Source: an optimization exercise on an open RTL-to-GDS flow (aim: small area, a short achievable clock period and few clock cycles per item). Production flows keep margins and buffers that such runs may drop.
Function was checked by simulation only, so behaviour that the tests miss may differ from the original.
Power figures rest on the tool's default switching activity, not on a simulated workload.

==> inputs of delta <==
==> flow/design.v <==
module SelectionSort_custom_SIMD_instruction (clk, reset,
	in_v, rd, vrd1, vrd2,
		in_data, in_vdata1, in_vdata2,
	out_v, out_rd, out_vrd1, out_vrd2,
		out_data, out_vdata1, out_vdata2);
	input clk, reset;
	input in_v;
	input [4:0] rd;
	input [2:0] vrd1, vrd2;
	input [32-1:0] in_data;
	input [256-1:0] in_vdata1, in_vdata2;
	output out_v;
	output [4:0] out_rd;
	output [2:0] out_vrd1, out_vrd2;
	output [32-1:0] out_data;
	output [256-1:0] out_vdata1, out_vdata2;
	reg v1, v2, v3;
	reg [10:0] t1, t2, t3;
	always @(posedge clk) begin
		if (reset) begin
			v1 <= 1'b0; v2 <= 1'b0; v3 <= 1'b0;
		end else begin
			v1 <= in_v; v2 <= v1; v3 <= v2;
		end
		t1 <= {rd, vrd1, vrd2};
		t2 <= t1;
		t3 <= t2;
	end
	assign out_v = v3;
	assign {out_rd, out_vrd1, out_vrd2} = t3;
	assign out_data = 32'd0;
	assign out_vdata2 = {256{1'b0}};
	reg [255:0] d1;
	always @(posedge clk) d1 <= in_vdata1;
	reg [255:0] d2;
	reg [7:0] g2 [0:7];
	integer i, j;
	always @(posedge clk) begin
		d2 <= d1;
		for (i = 0; i < 8; i = i + 1)
			for (j = 0; j < 8; j = j + 1)
				g2[i][j] <= (i < j) ? (d1[32*i +: 32] > d1[32*j +: 32]) : 1'b0;
	end
	reg [7:0] prec [0:7];    
	reg [3:0] rank [0:7];
	reg [255:0] sel_out;
	integer p;
	always @* begin
		for (i = 0; i < 8; i = i + 1) begin
			rank[i] = 4'd0;
			for (j = 0; j < 8; j = j + 1) begin
				if (j < i)      prec[i][j] = ~g2[j][i];
				else if (j > i) prec[i][j] = g2[i][j];
				else            prec[i][j] = 1'b0;
				rank[i] = rank[i] + prec[i][j];
			end
		end
		sel_out = 256'd0;
		for (p = 0; p < 8; p = p + 1)
			for (i = 0; i < 8; i = i + 1)
				if (rank[i] == p)
					sel_out[32*p +: 32] = sel_out[32*p +: 32] | d2[32*i +: 32];
	end
	reg [255:0] d3;
	always @(posedge clk) d3 <= sel_out;
	assign out_vdata1 = d3;
endmodule
==> flow/run.sh <==
#!/bin/bash
# synth_recipe.tcl (not shown) runs the flow's synth.tcl, then flattens the netlist and writes it again
# the make line also repeats each setting of config.mk as NAME=value (left out here)
make -C /OpenROAD-flow-scripts/flow DESIGN_CONFIG=/design/flow/config.mk WORK_HOME=/design/flow/orfs CLKGATE_MAP_FILE= SYNTH_SCRIPT=/design/flow/synth_recipe.tcl finish
==> flow/config.mk <==
export PLATFORM = sky130hd
export DESIGN_NAME = SelectionSort_custom_SIMD_instruction
export DESIGN_NICKNAME = SelectionSort_custom_SIMD_instruction
export VERILOG_FILES = /design/flow/design.v
export SDC_FILE = /design/flow/constraint.sdc
export NUM_CORES = 4
export LEC_CHECK = 0
export CAP_MARGIN = 20
export CORE_MARGIN = 2
export CORE_UTILIZATION = 45
export SLEW_MARGIN = 20
==> flow/constraint.sdc <==
create_clock -name core_clock -period 4.5 [get_ports {clk}]
set_input_delay 0.9000 -clock core_clock [delete_from_list [all_inputs] [get_ports {clk}]]
set_output_delay 0.9000 -clock core_clock [all_outputs]
set_load 0.01 [all_outputs]
==> violet (differences from delta) <==
==> flow/design.v, changed modules only <==
module SelectionSort_custom_SIMD_instruction (clk, reset,
	in_v, rd, vrd1, vrd2,
		in_data, in_vdata1, in_vdata2,
	out_v, out_rd, out_vrd1, out_vrd2,
		out_data, out_vdata1, out_vdata2);
	input clk, reset;
	input in_v;
	input [4:0] rd;
	input [2:0] vrd1, vrd2;
	input [32-1:0] in_data;
	input [256-1:0] in_vdata1, in_vdata2;
	output out_v;
	output [4:0] out_rd;
	output [2:0] out_vrd1, out_vrd2;
	output [32-1:0] out_data;
	output [256-1:0] out_vdata1, out_vdata2;
	function [1:0] gp_tree;   
		input [31:0] a, b;
		input integer w;
		reg [31:0] g, p;
		integer n, k;
		begin
			g = a & ~b;
			p = a | ~b;
			for (n = 32; n > 1; n = n / 2)
				if (n <= w)
					for (k = 0; k < n / 2; k = k + 1) begin
						g[k] = g[2*k+1] | (p[2*k+1] & g[2*k]);
						p[k] = p[2*k+1] & p[2*k];
					end
			gp_tree = {g[0], p[0]};
		end
	endfunction
	function [7:0] onehot_count7;
		input [6:0] b;
		reg [3:0] ea; reg [4:0] eb; integer i, j;
		begin
			ea[0] = ~b[0] & ~b[1] & ~b[2];
			ea[1] = (b[0] & ~b[1] & ~b[2]) | (~b[0] & b[1] & ~b[2]) | (~b[0] & ~b[1] & b[2]);
			ea[2] = (b[0] & b[1] & ~b[2]) | (b[0] & ~b[1] & b[2]) | (~b[0] & b[1] & b[2]);
			ea[3] = b[0] & b[1] & b[2];
			eb[0] = ~b[3] & ~b[4] & ~b[5] & ~b[6];
			eb[4] = b[3] & b[4] & b[5] & b[6];
			eb[1] = (b[3] ^ b[4]) & ~b[5] & ~b[6] | ~b[3] & ~b[4] & (b[5] ^ b[6]);
			eb[3] = (b[3] ^ b[4]) & b[5] & b[6] | b[3] & b[4] & (b[5] ^ b[6]);
			eb[2] = (b[3] & b[4] & ~b[5] & ~b[6]) | (~b[3] & ~b[4] & b[5] & b[6]) | ((b[3] ^ b[4]) & (b[5] ^ b[6]));
			onehot_count7 = 8'd0;
			for (i = 0; i < 4; i = i + 1)
				for (j = 0; j < 5; j = j + 1)
					onehot_count7[i+j] = onehot_count7[i+j] | (ea[i] & eb[j]);
		end
	endfunction
	reg v1, v2, v3;
	reg [10:0] t1, t2, t3;
	always @(posedge clk) begin
		if (reset) begin
			v1 <= 1'b0; v2 <= 1'b0; v3 <= 1'b0;
		end else begin
			v1 <= in_v; v2 <= v1; v3 <= v2;
		end
		t1 <= {rd, vrd1, vrd2};
		t2 <= t1;
		t3 <= t2;
	end
	assign out_v = v3;
	assign {out_rd, out_vrd1, out_vrd2} = t3;
	assign out_data = 32'd0;
	assign out_vdata2 = {256{1'b0}};
	integer i, j, k;
	reg [7:0] g [0:7];
	reg [1:0] gp;
	always @(posedge clk) begin
		for (i = 0; i < 8; i = i + 1)
			for (j = 0; j < 8; j = j + 1)
				if (i < j) begin
					gp = gp_tree(in_vdata1[32*i +: 32], in_vdata1[32*j +: 32], 32);
					g[i][j] <= gp[1];
				end else
					g[i][j] <= 1'b0;
	end
	reg [255:0] d1;
	always @(posedge clk) d1 <= in_vdata1;
	reg [6:0] prec [0:7];
	reg [7:0] rank1h [0:7];
	always @* begin
		for (i = 0; i < 8; i = i + 1)
			for (j = 0; j < 8; j = j + 1)
				if (j < i)
					prec[i][j] = ~g[j][i];
				else if (j > i)
					prec[i][j-1] = g[i][j];
	end
	always @(posedge clk) begin
		for (i = 0; i < 8; i = i + 1)
			rank1h[i] <= onehot_count7(prec[i]);
	end
	reg [255:0] d2;
	always @(posedge clk) d2 <= d1;
	reg [255:0] sel_out, dout;
	integer p;
	always @* begin
		sel_out = 256'd0;
		for (p = 0; p < 8; p = p + 1)
			for (i = 0; i < 8; i = i + 1)
				sel_out[32*p +: 32] = sel_out[32*p +: 32] | (d2[32*i +: 32] & {32{rank1h[i][p]}});
	end
	always @(posedge clk) dout <= sel_out;
	assign out_vdata1 = dout;
endmodule
==> flow/flow/run.sh (new file) <==
#!/bin/bash
# Layout flow: the standard layout (standard.sh), with these changes:
#  - the ports are buffered by sky130_fd_sc_hd__buf_2 cells instead of the
#    default port buffer cell.
set -euo pipefail
rm -rf scripts_abc
mkdir scripts_abc
cp -r "$FLOW_HOME/scripts/." scripts_abc/
cp flow/abc_mux.script scripts_abc/abc_mux.script
python3 flow/split_abc.py scripts_abc/synth.tcl > split_abc.log 2>&1
SCRIPTS_DIR="$PWD/scripts_abc" ABC_SPLIT_REGS="dout rank1h" bash standard.sh synth > standard_synth.log 2>&1
export BUFFER_PORTS_ARGS="-buffer_cell sky130_fd_sc_hd__buf_2"
bash standard.sh > standard_finish.log 2>&1
==> flow/flow/abc_mux.script (new file) <==
strash
&get -n
&fraig -x
&put
dc2
strash
&get -n
&dch -f
&nf
&put
buffer
upsize
dnsize
stime -p
==> flow/flow/split_abc.py (new file) <==
#!/usr/bin/env python3
"""Edit ORFS's synth.tcl (path given) so that, when ABC_SPLIT_REGS names register
prefixes, the combinational logic feeding those registers is mapped with
$SCRIPTS_DIR/abc_mux.script and the rest of the design with the usual script."""
import sys
p = sys.argv[1]
s = open(p).read()
old = """  log_cmd abc {*}$abc_args
} else {"""
new = """  if { [env_var_exists_and_non_empty ABC_SPLIT_REGS] } {
    set split_sel {}
    foreach r $::env(ABC_SPLIT_REGS) { lappend split_sel "c:${r}*" }
    select -set split_regs {*}$split_sel
    select -set split_cone @split_regs %ci1:+\\[D\\] @split_regs %d %ci*:-\\$_DFF_P_\\[D\\]:-sky130_fd_sc_hd__dfxtp_1\\[D\\] @split_regs %d
    set mux_args [lreplace $abc_args 1 1 $::env(SCRIPTS_DIR)/abc_mux.script]
    log_cmd abc {*}$mux_args @split_cone
    select -clear
    log_cmd abc {*}$abc_args
  } else {
    log_cmd abc {*}$abc_args
  }
} else {"""
assert s.count(old) == 1, "synth.tcl does not have the expected abc call"
s = s.replace(old, new)
open(p, 'w').write(s)
print("split_abc: edited", p)
==> flow/standard.sh (new file) <==
#!/bin/bash
# synth_recipe.tcl (not shown) runs the flow's synth.tcl, then flattens the netlist and writes it again
# the make line also repeats each setting of config.mk as NAME=value (left out here)
make -C /OpenROAD-flow-scripts/flow DESIGN_CONFIG=/design/flow/config.mk WORK_HOME=/design/flow/orfs CLKGATE_MAP_FILE= SYNTH_SCRIPT=/design/flow/synth_recipe.tcl "${@:-finish}"
Settings changed: ABC_AREA set to 1, CORE_UTILIZATION 45 to 31, CTS_CLUSTER_DIAMETER set to 100, CTS_CLUSTER_SIZE set to 30, PLACE_DENSITY set to 0.45, SETUP_SLACK_MARGIN set to 2.45.
removed: flow/run.sh
==> results.txt <==
delta ran to the end with no violations. violet completed with no timing, DRC or antenna violations. In delta the non-clock buffer count is higher than in violet, by 58. Between delta and violet, the lower sequential power is in delta (gap about 8%, measured against violet). Of delta and violet, violet has the higher via count (gap about 4%, measured against violet). In delta the power is higher than in violet, by about 55%. Against delta, the wire length of violet is larger by 14%. Of delta and violet, delta has the higher count of clock-buffer cells in the layout (gap 65). Sequential share of layout area: violet is higher than delta (7.0 points). Against delta, the global-route usage of violet is lower by 5.9 points.
Testbench counts of delta, summed over its fixed seeds: cycles 32,016, vectors 32,000.
Testbench counts of violet, summed over its fixed seeds: cycles 32,016, vectors 32,000.

[what the ideal ports hide]
How much do the figures lean on ideal ports? The routed layouts below were timed once more, with nothing changed but the port constraints.
Step 1: set_driving_cell puts a clkbuf_16 on clk and a buf_2 on each other input, an assumption about the parent block.
Step 2 times the ports against the registers' clock, not the clock port: input delays grow and output delays shrink by t, the midpoint of the rising clock arrivals with the driver on.
a / b / c = ideal / step 1 / step 2; a / b = the first two.
run	shift t [ns]	setup slack, ns	worst setup path at the end	latest minus earliest clock arrival (ns)
delta	0.743	0.315 / 0.315 / 0.315	register to register	0.045 / 0.046
violet	0.761	2.276 / 2.264 / 1.661	input to register	0.064 / 0.064
After both steps setup and hold are still met in every run listed. The setup slack of violet, which loses most, moves by -0.012 ns with the drivers and by -0.615 ns with both steps.
